This is an optimization exercise on Yosys and OpenROAD, whose aim is small area and a short achievable clock period, not a production implementation. Function was checked by simulation only, so behaviour that the tests miss may differ from the original. No activity file was given, so power comes from the tool's default toggle rates.

== JK ==
Design Controller, start of the top module:
module Controller (CLK, reset, busIn, instrIn, imemAddr, out);
input CLK;
input reset;
input [31:0] busIn;
input [15:0] instrIn;
output [15:0] imemAddr;
output [106:0] out;
reg [15:0] pc;
reg [31:0] acc;
reg mode;
wire [7:0] op  = instrIn[15:8];
wire [7:0] imm = instrIn[7:0];
wire lo_ok  = (op[7:4] == 4'h0);       
wire hi_ok  = (op[7:4] == 4'h1);       
wire [3:0] o = op[3:0];
wire o_br   = hi_ok & (o == 4'h0);
wire o_brz  = hi_ok & (o == 4'h1);
wire o_brnz = hi_ok & (o == 4'h2);
wire o_exit = hi_ok & (o == 4'h3);
wire o_st   = lo_ok & (o == 4'h9);
wire busform = lo_ok & ((o == 4'h1) | (o == 4'h3) | (o == 4'h7) | (o == 4'ha) | (o == 4'hc) | (o == 4'he));
wire m0 = ~mode;
wire [31:0] b = mode ? busIn : {24'b0, imm};
wire sub = mode ? (op[1] & op[0]) : (op[2] & ~op[0]);
wire [31:0] bx = b ^ {32{sub}};
wire [31:0] p0 = acc ^ bx;
wire [31:0] g0 = acc & bx;
wire [31:0] sum;
add32 u_add (.a(acc), .b(bx), .cin(sub), .s(sum));
function [31:0] rev32(input [31:0] x);
  integer k;
  for (k = 0; k < 32; k = k + 1) rev32[k] = x[31-k];
endfunction
wire dir_l = op[0];                  
wire [31:0] sh_in = dir_l ? acc : rev32(acc);
wire [31:0] x4 = sh_in << imm[3:0];
wire n4 = imm[4];
reg f_add, f_shl, f_shr, f_ld, f_g, f_p, f_keep;
always @* begin
  {f_add, f_shl, f_shr, f_ld, f_g, f_p, f_keep} = 7'b0;
  if (mode)
    case (o)
      4'h1, 4'h3: f_add = 1'b1;
      4'h7: f_ld = 1'b1;
      4'ha: f_g = 1'b1;
      4'hc: begin f_g = 1'b1; f_p = 1'b1; end
  ...
Size: ~49 flip-flops, ~170 I/O pins, ~7900 sq um of cells after synthesis.
export LEC_CHECK = 0
export ABC_AREA = 1
export CAP_MARGIN = 20
export CORE_MARGIN = 2
export CORE_UTILIZATION = 45
export SETUP_SLACK_MARGIN = 2.5
export SLEW_MARGIN = 20
create_clock -name core_clock -period 9.0 [get_ports {CLK}]
standard.sh (not shown) runs the stock make flow with config.mk's settings and CLKGATE_MAP_FILE= SYNTH_SCRIPT=/design/flow/synth_recipe.tcl, a recipe that flattens the netlist after the stock synthesis.
==> flow/flow/run.sh <==
#!/bin/bash
# Own layout flow: the standard ORFS flow with two changes.
#  - Synthesis: ADDER_MAP_FILE is left empty, so Yosys does not extract full/half adder cells
#    before ABC and ABC maps the adders' gates itself (faster, no larger). Everything else in
#    the standard synthesis, and so every register, its name and cell type, is unchanged.
#  - Placement: every port still gets a buffer, but sky130_fd_sc_hd__buf_1 instead of the delay
#    cell buffer_ports picks by default; the resizer upsizes these where timing needs it.
# Each step's full log is under orfs/logs/; make's own output goes to standard_finish.log.
set -euo pipefail
export BUFFER_PORTS_ARGS="-buffer_cell sky130_fd_sc_hd__buf_1"
bash standard.sh ADDER_MAP_FILE= finish > standard_finish.log 2>&1
### JK -> MS
Settings: CTS_BUF_LIST: unset -> sky130_fd_sc_hd__clkbuf_8.
==> comparison <==
[compare] base=JK new=MS: maximum single-stage delay on the critical path shows no meaningful change; area growth from synthesis to layout shows a reduction of 0.81 points; wire length of the first global-routing pass shows no meaningful change; combinational share of power shows an increase of 3.1 points. Routed metal-1 wire length (MS over JK): increase, 1.0%. Summary — clock buffer count in the final layout, MS relative to JK: lower, by 1. Max power after layout across JK and MS: JK. No stage failed in MS, and the final checks on the layout all came back clean. Summary — fraction of area in clock buffers and inverters, MS relative to JK: lower, by 0.63 points. Going from JK to MS, slew at the pin closest to its max-slew limit shrinks by 0.010 ns. Diff JK..MS | critical path depth | unchanged. Compared to JK, MS shows a narrower setup margin.

* * *

== run 1 ==
Starting RTL as in the previous note.
## Controller
module Controller (CLK, reset, busIn, instrIn, imemAddr, out);
==> flow/config.mk <==
export PLATFORM = sky130hd
export DESIGN_NAME = Controller
export DESIGN_NICKNAME = Controller
export VERILOG_FILES = /design/flow/design.v
export SDC_FILE = /design/flow/constraint.sdc
export NUM_CORES = 4
export LEC_CHECK = 0
export ABC_AREA = 1
export CAP_MARGIN = 20
export CORE_MARGIN = 2
export CORE_UTILIZATION = 45
export SETUP_SLACK_MARGIN = 2.5
export SLEW_MARGIN = 20
==> flow/constraint.sdc <==
create_clock -name core_clock -period 9.0 [get_ports {CLK}]
set_input_delay 1.8000 -clock core_clock [delete_from_list [all_inputs] [get_ports {CLK}]]
set_output_delay 1.8000 -clock core_clock [all_outputs]
set_load 0.01 [all_outputs]
==> flow/flow/run.sh <==
#!/bin/bash
# Own layout flow: the standard ORFS flow (standard.sh) with these changes.
#  - Synthesis: ADDER_MAP_FILE is left empty, so Yosys does not extract full/half adder cells
#    before ABC, and ABC maps the combinational logic with flow/abc.script (an area-oriented
#    mapping) through flow/abc_wrap.tcl, which otherwise runs synth_recipe.tcl unchanged. The
#    registers, their names and cell types are those of the standard synthesis.
#  - Placement: every port still gets a buffer, but sky130_fd_sc_hd__buf_1 instead of the delay
#    cell buffer_ports picks by default; the resizer upsizes these where timing needs it.
# Each step's full log is under orfs/logs/; make's own output goes to standard_finish.log.
set -euo pipefail
here=$(pwd)
export BUFFER_PORTS_ARGS="-buffer_cell sky130_fd_sc_hd__buf_1"
export MY_ABC_SCRIPT="$here/flow/abc.script"
export FLOW_SYNTH_TCL="$here/synth_recipe.tcl"
bash standard.sh ADDER_MAP_FILE= SYNTH_SCRIPT="$here/flow/abc_wrap.tcl" finish > standard_finish.log 2>&1
==> flow/flow/abc.script <==
strash
dch
amap
topo
stime -c
buffer -c
upsize -c
dnsize -c
==> flow/flow/abc_wrap.tcl <==
# The standard flow's synthesis (synth_recipe.tcl, unchanged) with one change: the ABC call that maps the
# combinational logic uses flow/abc.script instead of ORFS's abc_area.script. Every other
# argument of that call, and every other step, is as in the standard synthesis.
proc abc {args} {
  set i [lsearch -exact $args -script]
  if {$i >= 0} { lset args [expr {$i + 1}] $::env(MY_ABC_SCRIPT) }
  yosys abc {*}$args
}
source $::env(FLOW_SYNTH_TCL)
Run 1 finished every step from synthesis to the final layout, and the layout passed the timing, DRC and antenna checks.
#### Input delta (run 2 over run 1)
- changing CORE_UTILIZATION from 45 to 60
==> flow/flow/run.sh <==
#!/bin/bash
# Own layout flow: the standard ORFS flow with two changes.
#  - Synthesis: ADDER_MAP_FILE is left empty, so Yosys does not extract full/half adder cells
#    before ABC and ABC maps the adders' gates itself (faster, no larger). Everything else in
#    the standard synthesis, and so every register, its name and cell type, is unchanged.
#  - Placement: every port still gets a buffer, but sky130_fd_sc_hd__buf_1 instead of the delay
#    cell buffer_ports picks by default; the resizer upsizes these where timing needs it.
# Each step's full log is under orfs/logs/; make's own output goes to standard_finish.log.
set -euo pipefail
export BUFFER_PORTS_ARGS="-buffer_cell sky130_fd_sc_hd__buf_1"
bash standard.sh ADDER_MAP_FILE= finish > standard_finish.log 2>&1
removed: flow/flow/abc.script
removed: flow/flow/abc_wrap.tcl
Notes after the runs:
- Run 2 reports its critical path capture point as out[39] while run 1 reports out[63].
- Compared with run 1, run 2 shows a higher global-route usage.
- met1 global-route usage, run 1 and run 2, higher one = run 2.
- Status | run 1 and run 2 | clean
- Compared to run 1, the routing of run 2 uses more wire.
- Comparing run 1 and run 2, switching fraction of total power is lower on run 2.
- The initial core utilization of run 2 exceeds that of run 1 by 16 points.
- Comparing final non-filler cell area for run 1 and run 2, the bigger number came from run 1.
- Compared with run 1, run 2 improves overall power consumption.
- Of run 1 and run 2, run 2 shows the lower total number of tap cells, with run 1 above it.
The following lists how run 3 was set up differently from run 2:
- CORE_UTILIZATION now 45, was 60
diff --git a/flow/flow/run.sh b/flow/flow/run.sh
--- a/flow/flow/run.sh
+++ b/flow/flow/run.sh
@@ -2 +2 @@
-# Own layout flow: the standard ORFS flow with two changes.
+# Own layout flow: the standard ORFS flow (standard.sh) with these changes.
@@ -4,2 +4,3 @@
-#    before ABC and ABC maps the adders' gates itself (faster, no larger). Everything else in
-#    the standard synthesis, and so every register, its name and cell type, is unchanged.
+#    before ABC, and ABC maps the combinational logic with flow/abc.script (an area-oriented
+#    mapping) through flow/abc_wrap.tcl, which otherwise runs synth_recipe.tcl unchanged. The
+#    registers, their names and cell types are those of the standard synthesis.
@@ -9,0 +11 @@
+here=$(pwd)
@@ -11 +13,3 @@
-bash standard.sh ADDER_MAP_FILE= finish > standard_finish.log 2>&1
+export MY_ABC_SCRIPT="$here/flow/abc.script"
+export FLOW_SYNTH_TCL="$here/synth_recipe.tcl"
+bash standard.sh ADDER_MAP_FILE= SYNTH_SCRIPT="$here/flow/abc_wrap.tcl" finish > standard_finish.log 2>&1
==> flow/flow/abc.script (new file) <==
&get -n
&st
&dch
&nf -R 1000
&put
topo
stime -c
buffer -c
upsize -c
dnsize -c
==> flow/flow/abc_wrap.tcl (new file) <==
# The standard flow's synthesis (synth_recipe.tcl, unchanged) with one change: the ABC call that maps the
# combinational logic uses flow/abc.script instead of ORFS's abc_area.script. Every other
# argument of that call, and every other step, is as in the standard synthesis.
proc abc {args} {
  set i [lsearch -exact $args -script]
  if {$i >= 0} { lset args [expr {$i + 1}] $::env(MY_ABC_SCRIPT) }
  yosys abc {*}$args
}
source $::env(FLOW_SYNTH_TCL)
==> comparison <==
Run 3 completed end to end with timing, DRC and antenna clean.
[compare] base=run 2 new=run 3: achievable frequency has decreased; core utilization of the finished layout has decreased; worst setup slack has decreased.
Modified inputs, run 4 compared to run 3
- SETUP_SLACK_MARGIN: 2.5 -> 2.8
==> flow/flow/run.sh <==
#!/bin/bash
# Own layout flow: the standard ORFS flow with two changes.
#  - Synthesis: ADDER_MAP_FILE is left empty, so Yosys does not extract full/half adder cells
#    before ABC and ABC maps the adders' gates itself (faster, no larger). Everything else in
#    the standard synthesis, and so every register, its name and cell type, is unchanged.
#  - Placement: every port still gets a buffer, but sky130_fd_sc_hd__buf_1 instead of the delay
#    cell buffer_ports picks by default; the resizer upsizes these where timing needs it.
# Each step's full log is under orfs/logs/; make's own output goes to standard_finish.log.
set -euo pipefail
export BUFFER_PORTS_ARGS="-buffer_cell sky130_fd_sc_hd__buf_1"
bash standard.sh ADDER_MAP_FILE= finish > standard_finish.log 2>&1
removed: flow/flow/abc.script
removed: flow/flow/abc_wrap.tcl
[summary]
- Run 4 finished all stages; the layout is clean.
- Overall power of the completed layout: run 4 and run 3 compared, higher one is run 3
- Changes observed in run 4 relative to run 3: setup slack went up by 1.12 ns, combined area of the multi-input logic cells decreased 130 µm², post-synthesis compound-gate area fraction fell 0.85 points.
- Relative to run 3, part of the power in combinational logic has increased by 2.2 points in run 4.
- Re combinational power: run 4 and run 3 aren't equal, and the lower value belongs to run 3.
- Capturing element of the worst setup path = out[51]: run 4; capturing element of the worst setup path = out[57]: run 3
The inputs of run 5 differ from those of run 4 as listed below.
- swapping 2.8 for 2.3 in SETUP_SLACK_MARGIN
## What came out
Fmax | run 5 vs run 4 | run 5 slower
Via count, run 5 vs run 4: down by a few percent
Compared with run 4, in run 5 total wire length after detailed routing went down; proportion of layout cells with a drive suffix above 1 went down; sequential share of layout area went up; routed length per placed instance went down.
[run 5 vs run 4] clock network fraction of design power: higher in run 5
Comparing run 4 and run 5, the lower leakage power was measured on run 5.
Power shrinks by a few percent when moving from run 4 to run 5.
Post-route cell area (run 4 / run 5): 1.10

* * *

## build 48
Another version of the RTL of Controller (not shown whole).
For scale: about 1,500 cells after synthesis, roughly 49 flip-flops, ~170 I/O pins, ~12,000 sq um of cells after synthesis.
clock: 9.0 ns
lec_check: 0
cap_margin: 20
core_margin: 2
core_utilization: 30
slew_margin: 20
run.sh (not shown) runs the stock make flow with config.mk's settings and CLKGATE_MAP_FILE= SYNTH_SCRIPT=/design/flow/synth_recipe.tcl, a recipe that flattens the netlist after the stock synthesis.
Stock flow here: none of the scripts above is used.
### build 48 -> build 7
diff --git a/flow/config.mk b/flow/config.mk
--- a/flow/config.mk
+++ b/flow/config.mk
@@ -10,2 +10,3 @@
 export CORE_UTILIZATION = 30
+export SETUP_SLACK_MARGIN = 2
 export SLEW_MARGIN = 20
==> comparison <==
On largest stage delay on the critical path: build 7 sits below build 48. Taking build 48 as the reference point, the period utilization of build 7 falls by 11 points. Of build 7 and build 48, the run reporting the higher final cell count was build 7. Looking at total track usage across build 7 and build 48, the one that comes out lower is build 48. [compare] base=build 48 new=build 7: wire length rose by about 3.3%, via count rose by 3.6%, clock group share of total power fell by 1.3 points. From build 7 to build 48, share of the yosys chip area belonging to registers did not move at all. Build 7: worst-case reg-to-reg path depth 3 above build 48.
diff inputs: build 7 => build 47
diff --git a/flow/config.mk b/flow/config.mk
--- a/flow/config.mk
+++ b/flow/config.mk
@@ -10,3 +10,3 @@
 export CORE_UTILIZATION = 30
-export SETUP_SLACK_MARGIN = 2
+export SETUP_SLACK_MARGIN = 3.5
 export SLEW_MARGIN = 20
==> notes.md <==
Looking at cell count, build 47 sits 142 above build 7.
When build 47 is measured against build 7, its first-pass iteration count of the detailed router turns out 3 higher.
Looking at sequential fraction of design power, build 47 sits 2.2 points lower than build 7 does.
Min overall via count from detail_route across build 7 and build 47: build 7
Looking only at combinational group share of total power, and setting everything else aside, the lower value of build 7 and build 47 goes to build 7.
The global-route usage in build 47 was higher than what build 7 gave.
Diff build 7 -> build 47: routed wire length rose about 7%, slew at the pin closest to its max-slew limit fell 0.16 ns.

* * *

Controller, a different RTL version from the one above (not shown whole).
Size in the first run: about 1,500 cells after synthesis, ~7900 um2 of cells after synthesis.
==> flow/config.mk <==
export PLATFORM = sky130hd
export DESIGN_NAME = Controller
export DESIGN_NICKNAME = Controller
export VERILOG_FILES = /design/flow/design.v
export SDC_FILE = /design/flow/constraint.sdc
export NUM_CORES = 4
export LEC_CHECK = 0
export ABC_AREA = 1
export CAP_MARGIN = 20
export CORE_MARGIN = 2
export CORE_UTILIZATION = 45
export CTS_BUF_LIST = sky130_fd_sc_hd__clkbuf_8
export SETUP_SLACK_MARGIN = 2.5
export SLEW_MARGIN = 20
export SYNTH_HIERARCHICAL = 1
==> flow/constraint.sdc <==
create_clock -name core_clock -period 9.0 [get_ports {CLK}]
set_input_delay 1.8000 -clock core_clock [delete_from_list [all_inputs] [get_ports {CLK}]]
set_output_delay 1.8000 -clock core_clock [all_outputs]
set_load 0.01 [all_outputs]
standard.sh (not shown) runs the stock make flow with config.mk's settings and CLKGATE_MAP_FILE= SYNTH_SCRIPT=/design/flow/synth_recipe.tcl, a recipe that flattens the netlist after the stock synthesis.
==> flow/flow/run.sh <==
#!/bin/bash
# Own layout flow: the standard ORFS flow with two changes.
#  - Synthesis: ADDER_MAP_FILE is left empty, so Yosys does not extract full/half adder cells
#    before ABC and ABC maps the adders' gates itself (faster, no larger). Everything else in
#    the standard synthesis, and so every register, its name and cell type, is unchanged.
#  - Placement: every port still gets a buffer, but sky130_fd_sc_hd__buf_1 instead of the delay
#    cell buffer_ports picks by default; the resizer upsizes these where timing needs it.
# Each step's full log is under orfs/logs/; make's own output goes to standard_finish.log.
set -euo pipefail
export BUFFER_PORTS_ARGS="-buffer_cell sky130_fd_sc_hd__buf_1"
bash standard.sh ADDER_MAP_FILE= finish > standard_finish.log 2>&1
Then changed:
- SETUP_SLACK_MARGIN: 2.5 -> 2.4
The new run finished clean.
Core utilization went down by 0.71 points.
Register-to-register slack is worse by 0.04 ns.
Total power is lower by about 1%.
Via count falls by 0.56%.
Non-clock buffer count came out lower by 7.
Then changed:
- CTS_BUF_LIST: sky130_fd_sc_hd__clkbuf_8 -> unset
- SETUP_SLACK_MARGIN: 2.4 -> 2.5
The new run ran to the end with no violations.
Die area is unchanged.
Count of clock-buffer cells in the layout stays the same.
Worst hold slack is worse by 0.0066 ns.
Sequential cell count is unchanged.
Area after synthesis does not change.
Cell area went up by 2.5%.
Combinational power grows by about 4%.
Wire length increases by 2.9%.
Worst setup slack gains 0.12 ns.
Then changed:
- SETUP_SLACK_MARGIN: 2.5 -> 2.8
After rerunning:
- setup slack gains 0.19 ns
- final area grows by a little under a tenth
- clock power stays flat
- wire length grows by a few percent
- via count grows by a few percent
- area after synthesis does not change
- power grows by a few percent
- register-to-register slack loses 0.30 ns
- hold slack hardly moves
- utilization grows by 3.9 points
- die area stays the same

[what the ideal ports hide]
The flow's constraints put no driver on any port. The routed layouts listed below were extracted and timed again, unchanged, in two steps.
Step 1 assumes that a clkbuf_16 drives the clock port and a buf_2 every other input.
Step 2, shift: input delay + t, output delay - t, t = (earliest + latest rising clock arrival at the registers) / 2. This alone moves slack from input paths to output paths.
Slacks: ideal ports / drivers / drivers and shift; pairs: ideal ports / drivers.
| run | t (ns) | slack for setup (ns) | clock arrival spread, ns | slew at the worst register clock pin (ns) |
|---|---|---|---|---|
| JK | 0.355 | 2.535 / 2.486 / 2.486 | 0.010 / 0.010 | 0.08 / 0.08 |
| MS | 0.379 | 2.491 / 2.443 / 2.443 | 0.009 / 0.010 | 0.11 / 0.11 |
| run 1 | 0.354 | 0.849 / 0.810 / 0.810 | 0.018 / 0.017 | 0.09 / 0.09 |
| run 2 | 0.359 | 2.541 / 2.482 / 2.482 | 0.011 / 0.010 | 0.08 / 0.08 |
| run 3 | 0.351 | 1.668 / 1.605 / 1.605 | 0.015 / 0.015 | 0.08 / 0.08 |
| run 4 | 0.357 | 2.784 / 2.647 / 2.647 | 0.011 / 0.012 | 0.08 / 0.08 |
| run 5 | 0.357 | 2.387 / 2.346 / 2.346 | 0.012 / 0.012 | 0.08 / 0.08 |
| build 48 | 0.367 | 0.892 / 0.857 / 0.857 | 0.013 / 0.013 | 0.08 / 0.08 |
| build 7 | 0.367 | 1.852 / 1.827 / 1.827 | 0.016 / 0.016 | 0.09 / 0.09 |
| build 47 | 0.367 | 2.357 / 2.312 / 2.312 | 0.010 / 0.011 | 0.09 / 0.09 |
| the first run of note 4 | 0.381 | 2.631 / 2.594 / 2.594 | 0.011 / 0.011 | 0.12 / 0.12 |
| the second run of note 4 | 0.381 | 2.543 / 2.521 / 2.521 | 0.014 / 0.014 | 0.12 / 0.12 |
| the third run of note 4 | 0.359 | 2.664 / 2.627 / 2.627 | 0.004 / 0.004 | 0.08 / 0.08 |
| the fourth run of note 4 | 0.363 | 2.856 / 2.727 / 2.727 | 0.006 / 0.006 | 0.08 / 0.08 |
After both steps setup and hold are still met in every run listed. For run 4, which loses most, drivers alone change the setup slack by -0.137 ns; drivers and shift together by -0.137 ns.
